This is an optimization exercise on Yosys and OpenROAD, whose aim is small area, not a production implementation.
Function was checked by simulation only, so behaviour that the tests miss may differ from the original.
Power figures rest on the tool's default switching activity, not on a simulated workload.

run a:
// axi4_mux
module axi4_mux #(
    parameter int AW = 16,
    parameter int AXI_ID_WIDTH = 4,
    parameter int AXI_DATA_WIDTH = 32,
    parameter int RR_PRIO_NUMBER = 4,
    parameter int FIXED_PRIO_NUMBER = 2,
    localparam int INPUT_NUMBER = RR_PRIO_NUMBER + FIXED_PRIO_NUMBER
) (
    input logic clk,
    input logic rst_n,
    input  logic [INPUT_NUMBER-1:0][AXI_ID_WIDTH-1:0] in_aw_id,
    input  logic [INPUT_NUMBER-1:0][          AW-1:0] in_aw_addr,
    input  logic [INPUT_NUMBER-1:0][             7:0] in_aw_len,
    input  logic [INPUT_NUMBER-1:0][             2:0] in_aw_size,
    input  logic [INPUT_NUMBER-1:0][             1:0] in_aw_burst,
    input  logic [INPUT_NUMBER-1:0]                   in_aw_valid,
    output logic [INPUT_NUMBER-1:0]                   in_aw_ready,
    input  logic [INPUT_NUMBER-1:0][    AXI_DATA_WIDTH-1:0] in_w_data,
    input  logic [INPUT_NUMBER-1:0][(AXI_DATA_WIDTH/8)-1:0] in_w_strb,
    input  logic [INPUT_NUMBER-1:0]                         in_w_last,
    input  logic [INPUT_NUMBER-1:0]                         in_w_valid,
    output logic [INPUT_NUMBER-1:0]                         in_w_ready,
    output logic [INPUT_NUMBER-1:0][AXI_ID_WIDTH-1:0] in_b_id,
    output logic [INPUT_NUMBER-1:0][             1:0] in_b_resp,
    output logic [INPUT_NUMBER-1:0]                   in_b_valid,
    input  logic [INPUT_NUMBER-1:0]                   in_b_ready,
    input  logic [INPUT_NUMBER-1:0][AXI_ID_WIDTH-1:0] in_ar_id,
    input  logic [INPUT_NUMBER-1:0][          AW-1:0] in_ar_addr,
    input  logic [INPUT_NUMBER-1:0][             7:0] in_ar_len,
    input  logic [INPUT_NUMBER-1:0][             2:0] in_ar_size,
    input  logic [INPUT_NUMBER-1:0][             1:0] in_ar_burst,
    input  logic [INPUT_NUMBER-1:0]                   in_ar_valid,
    output logic [INPUT_NUMBER-1:0]                   in_ar_ready,
    output logic [INPUT_NUMBER-1:0][  AXI_ID_WIDTH-1:0] in_r_id,
    output logic [INPUT_NUMBER-1:0][AXI_DATA_WIDTH-1:0] in_r_data,
    output logic [INPUT_NUMBER-1:0][               1:0] in_r_resp,
    output logic [INPUT_NUMBER-1:0]                     in_r_last,
    output logic [INPUT_NUMBER-1:0]                     in_r_valid,
    input  logic [INPUT_NUMBER-1:0]                     in_r_ready,
    output logic [AXI_ID_WIDTH-1:0] out_aw_id,
    output logic [          AW-1:0] out_aw_addr,
    output logic [             7:0] out_aw_len,
    output logic [             2:0] out_aw_size,
    output logic [             1:0] out_aw_burst,
    output logic                    out_aw_valid,
    input  logic                    out_aw_ready,
    output logic [    AXI_DATA_WIDTH-1:0] out_w_data,
    output logic [(AXI_DATA_WIDTH/8)-1:0] out_w_strb,
    output logic                          out_w_last,
    output logic                          out_w_valid,
    input  logic                          out_w_ready,
    input  logic [AXI_ID_WIDTH-1:0] out_b_id,
    input  logic [             1:0] out_b_resp,
    input  logic                    out_b_valid,
    output logic                    out_b_ready,
    output logic [AXI_ID_WIDTH-1:0] out_ar_id,
    output logic [          AW-1:0] out_ar_addr,
    output logic [             7:0] out_ar_len,
    output logic [             2:0] out_ar_size,
    output logic [             1:0] out_ar_burst,
    output logic                    out_ar_valid,
    input  logic                    out_ar_ready,
    input  logic [  AXI_ID_WIDTH-1:0] out_r_id,
    input  logic [AXI_DATA_WIDTH-1:0] out_r_data,
    input  logic [               1:0] out_r_resp,
    input  logic                      out_r_last,
    input  logic                      out_r_valid,
    output logic                      out_r_ready
);
Size: ~710 cells after synthesis, roughly 1,100 I/O pins, roughly 0.0054 sq mm of cells after synthesis.
==> module axi4_mux_arb_core, before the edit <==
module axi4_mux_arb_core #(
    parameter int RR_PRIO_NUMBER = 4,
    parameter int FIXED_PRIO_NUMBER = 1,
    localparam int INPUT_NUMBER = RR_PRIO_NUMBER + FIXED_PRIO_NUMBER
) (
    input logic clk,
    input logic rst_n,
    input logic [INPUT_NUMBER-1:0] valid,
    input logic                    ready,
    input logic                    done,
    output logic [INPUT_NUMBER-1:0] sel
);
  localparam int PW = $clog2(RR_PRIO_NUMBER);
  localparam int RR_BASE = 2 ** FIXED_PRIO_NUMBER;
  localparam int CW = $clog2(RR_BASE + RR_PRIO_NUMBER);
  logic [CW-1:0] code_r, code_n, grant_code;
  logic [PW-1:0] last_grant;
  logic [RR_PRIO_NUMBER-1:0] rr_v, rr_gnt;
  logic [FIXED_PRIO_NUMBER-1:0] fixed_v;
  logic [PW-1:0] rr_idx;
  logic rr_any, busy, keep, load, step;
  assign {rr_v, fixed_v} = valid;
  assign rr_any = |rr_v;
  assign busy = |code_r;
  logic [RR_PRIO_NUMBER-1:0] rr_mask, rr_hi, rr_hi_gnt, rr_lo_gnt;
  always_comb begin
    for (int k = 0; k < RR_PRIO_NUMBER; k++) rr_mask[k] = (k > last_grant);
    rr_hi = rr_v & rr_mask;
    rr_hi_gnt = rr_hi & ~(rr_hi - 1'b1);
    rr_lo_gnt = rr_v & ~(rr_v - 1'b1);
    rr_gnt = (|rr_hi) ? rr_hi_gnt : rr_lo_gnt;
    rr_idx = '0;
    for (int k = 0; k < RR_PRIO_NUMBER; k++) if (rr_gnt[k]) rr_idx |= PW'(k);
  end
  always_comb begin
    grant_code = '0;
    for (int i = FIXED_PRIO_NUMBER - 1; i >= 0; i--) if (fixed_v[i]) grant_code = CW'(1 << i);
    if (rr_any) grant_code = CW'(RR_BASE) | CW'(rr_idx);
  end
  assign keep = rst_n & ~done;
  assign load = rst_n & ~busy & ready;
  assign step = ready & rr_any;
  for (genvar b = 0; b < CW; b++) begin : gen_code
    axi4_mux_ao22 next (
        .a(code_r[b]),
        .b(keep),
        .c(grant_code[b]),
        .d(load),
        .y(code_n[b])
    );
  end
  always_ff @(posedge clk) begin
    code_r     <= code_n;
    last_grant <= {PW{rst_n}} & (step ? rr_idx : last_grant);
  end
  always_comb begin
    for (int i = 0; i < INPUT_NUMBER; i++) begin
      if (i < FIXED_PRIO_NUMBER) sel[i] = ~code_r[CW-1] & code_r[i];
      else sel[i] = code_r[CW-1] & (code_r[PW-1:0] == PW'(i - FIXED_PRIO_NUMBER));
    end
  end
endmodule
Settings: LEC_CHECK=0, CAP_MARGIN=20, CORE_AREA=5 5 380 380, CTS_BUF_LIST=sky130_fd_sc_hd__clkbuf_4 sky130_fd_sc_hd__clkbuf_8, DIE_AREA=0 0 385 385, PLACE_DENSITY=0.8, SLEW_MARGIN=30, SYNTH_HIERARCHICAL=1, SYNTH_MINIMUM_KEEP_SIZE=0; clock period 6.0 ns.
standard.sh (not shown) runs the stock make flow with config.mk's settings and CLKGATE_MAP_FILE= SYNTH_SCRIPT=/design/flow/synth_recipe.tcl, a recipe that flattens the netlist after the stock synthesis.
==> flow/flow/run.sh <==
#!/bin/bash
# The standard layout, with the smallest buffer cell on the ports.
set -euo pipefail
export BUFFER_PORTS_ARGS="-buffer_cell sky130_fd_sc_hd__buf_1"
bash standard.sh finish > standard_finish.log 2>&1
Run a closes out successfully: all stages finished, all timing, DRC and antenna checks passed.
Input changes introduced in run b (baseline for comparison: run a):
diff --git a/flow/design.v b/flow/design.v
--- a/flow/design.v
+++ b/flow/design.v
@@ -37,11 +37,11 @@
     input logic                    ready,
     input logic                    done,
     output logic [INPUT_NUMBER-1:0] sel
 );
   localparam int PW = $clog2(RR_PRIO_NUMBER);
-  localparam int RR_BASE = 2 ** FIXED_PRIO_NUMBER;
+  localparam int RR_BASE = 2 ** $clog2(FIXED_PRIO_NUMBER + 1);
   localparam int CW = $clog2(RR_BASE + RR_PRIO_NUMBER);
   logic [CW-1:0] code_r, code_n, grant_code;
   logic [PW-1:0] last_grant;
   logic [RR_PRIO_NUMBER-1:0] rr_v, rr_gnt;
   logic [FIXED_PRIO_NUMBER-1:0] fixed_v;
@@ -60,11 +60,11 @@
     rr_idx = '0;
     for (int k = 0; k < RR_PRIO_NUMBER; k++) if (rr_gnt[k]) rr_idx |= PW'(k);
   end
   always_comb begin
     grant_code = '0;
-    for (int i = FIXED_PRIO_NUMBER - 1; i >= 0; i--) if (fixed_v[i]) grant_code = CW'(1 << i);
+    for (int i = FIXED_PRIO_NUMBER - 1; i >= 0; i--) if (fixed_v[i]) grant_code = CW'(i + 1);
     if (rr_any) grant_code = CW'(RR_BASE) | CW'(rr_idx);
   end
   assign keep = rst_n & ~done;
   assign load = rst_n & ~busy & ready;
   assign step = ready & rr_any;
@@ -81,12 +81,12 @@
     code_r     <= code_n;
     last_grant <= {PW{rst_n}} & (step ? rr_idx : last_grant);
   end
   always_comb begin
     for (int i = 0; i < INPUT_NUMBER; i++) begin
-      if (i < FIXED_PRIO_NUMBER) sel[i] = ~code_r[CW-1] & code_r[i];
-      else sel[i] = code_r[CW-1] & (code_r[PW-1:0] == PW'(i - FIXED_PRIO_NUMBER));
+      if (i < FIXED_PRIO_NUMBER) sel[i] = (code_r == CW'(i + 1));
+      else sel[i] = (code_r == CW'(RR_BASE + i - FIXED_PRIO_NUMBER));
     end
   end
 endmodule
 module axi4_mux_ao22 (
     input  logic a,
Run b went all the way through synthesis, placement and routing and the layout is clean on timing, DRC and antenna. In terms of number of maximum-capacitance violations, run b and run a differ only marginally. Run b: power share of the clock group higher than run a. Diff run a -> run b: register-to-register slack -0.32 ns; portion of the clock cycle consumed by the worst path in the final layout moved up; slew of the pin with the lowest slew margin -0.058 ns; placed cell count now smaller; footprint of the multi-input gates up 38 sq um. Sort run b and run a by non-clock buffer count, descending, and run a comes first. Relative to run a, overall power consumption decreased by about 8% in run b. There was hardly any difference in fraction of area in registers between run a and run b. Summary — clock network power, run b relative to run a: higher, by 10%.

## re-timing with driven ports
How much do the figures lean on ideal ports? The routed layouts below were timed once more, with nothing changed but the port constraints. Step 1, drivers: a clkbuf_16 drives clk and a buf_2 each remaining input, both assumed. Step 2 times the ports against the registers' clock, not the clock port: input delays grow and output delays shrink by t, the midpoint of the rising clock arrivals with the driver on. a / b / c = ideal ports / drivers / drivers and shift; a / b = the first two.
run | t, ns | setup WS [ns] | worst setup path at the end | worst slew at a driven data input, ns
run a | 0.313 | 1.840 / 1.792 / 2.059 | input to output | 0.65
run b | 0.345 | 1.619 / 1.556 / 1.746 | input to output | 0.61
After both steps every run listed still meets setup and hold.
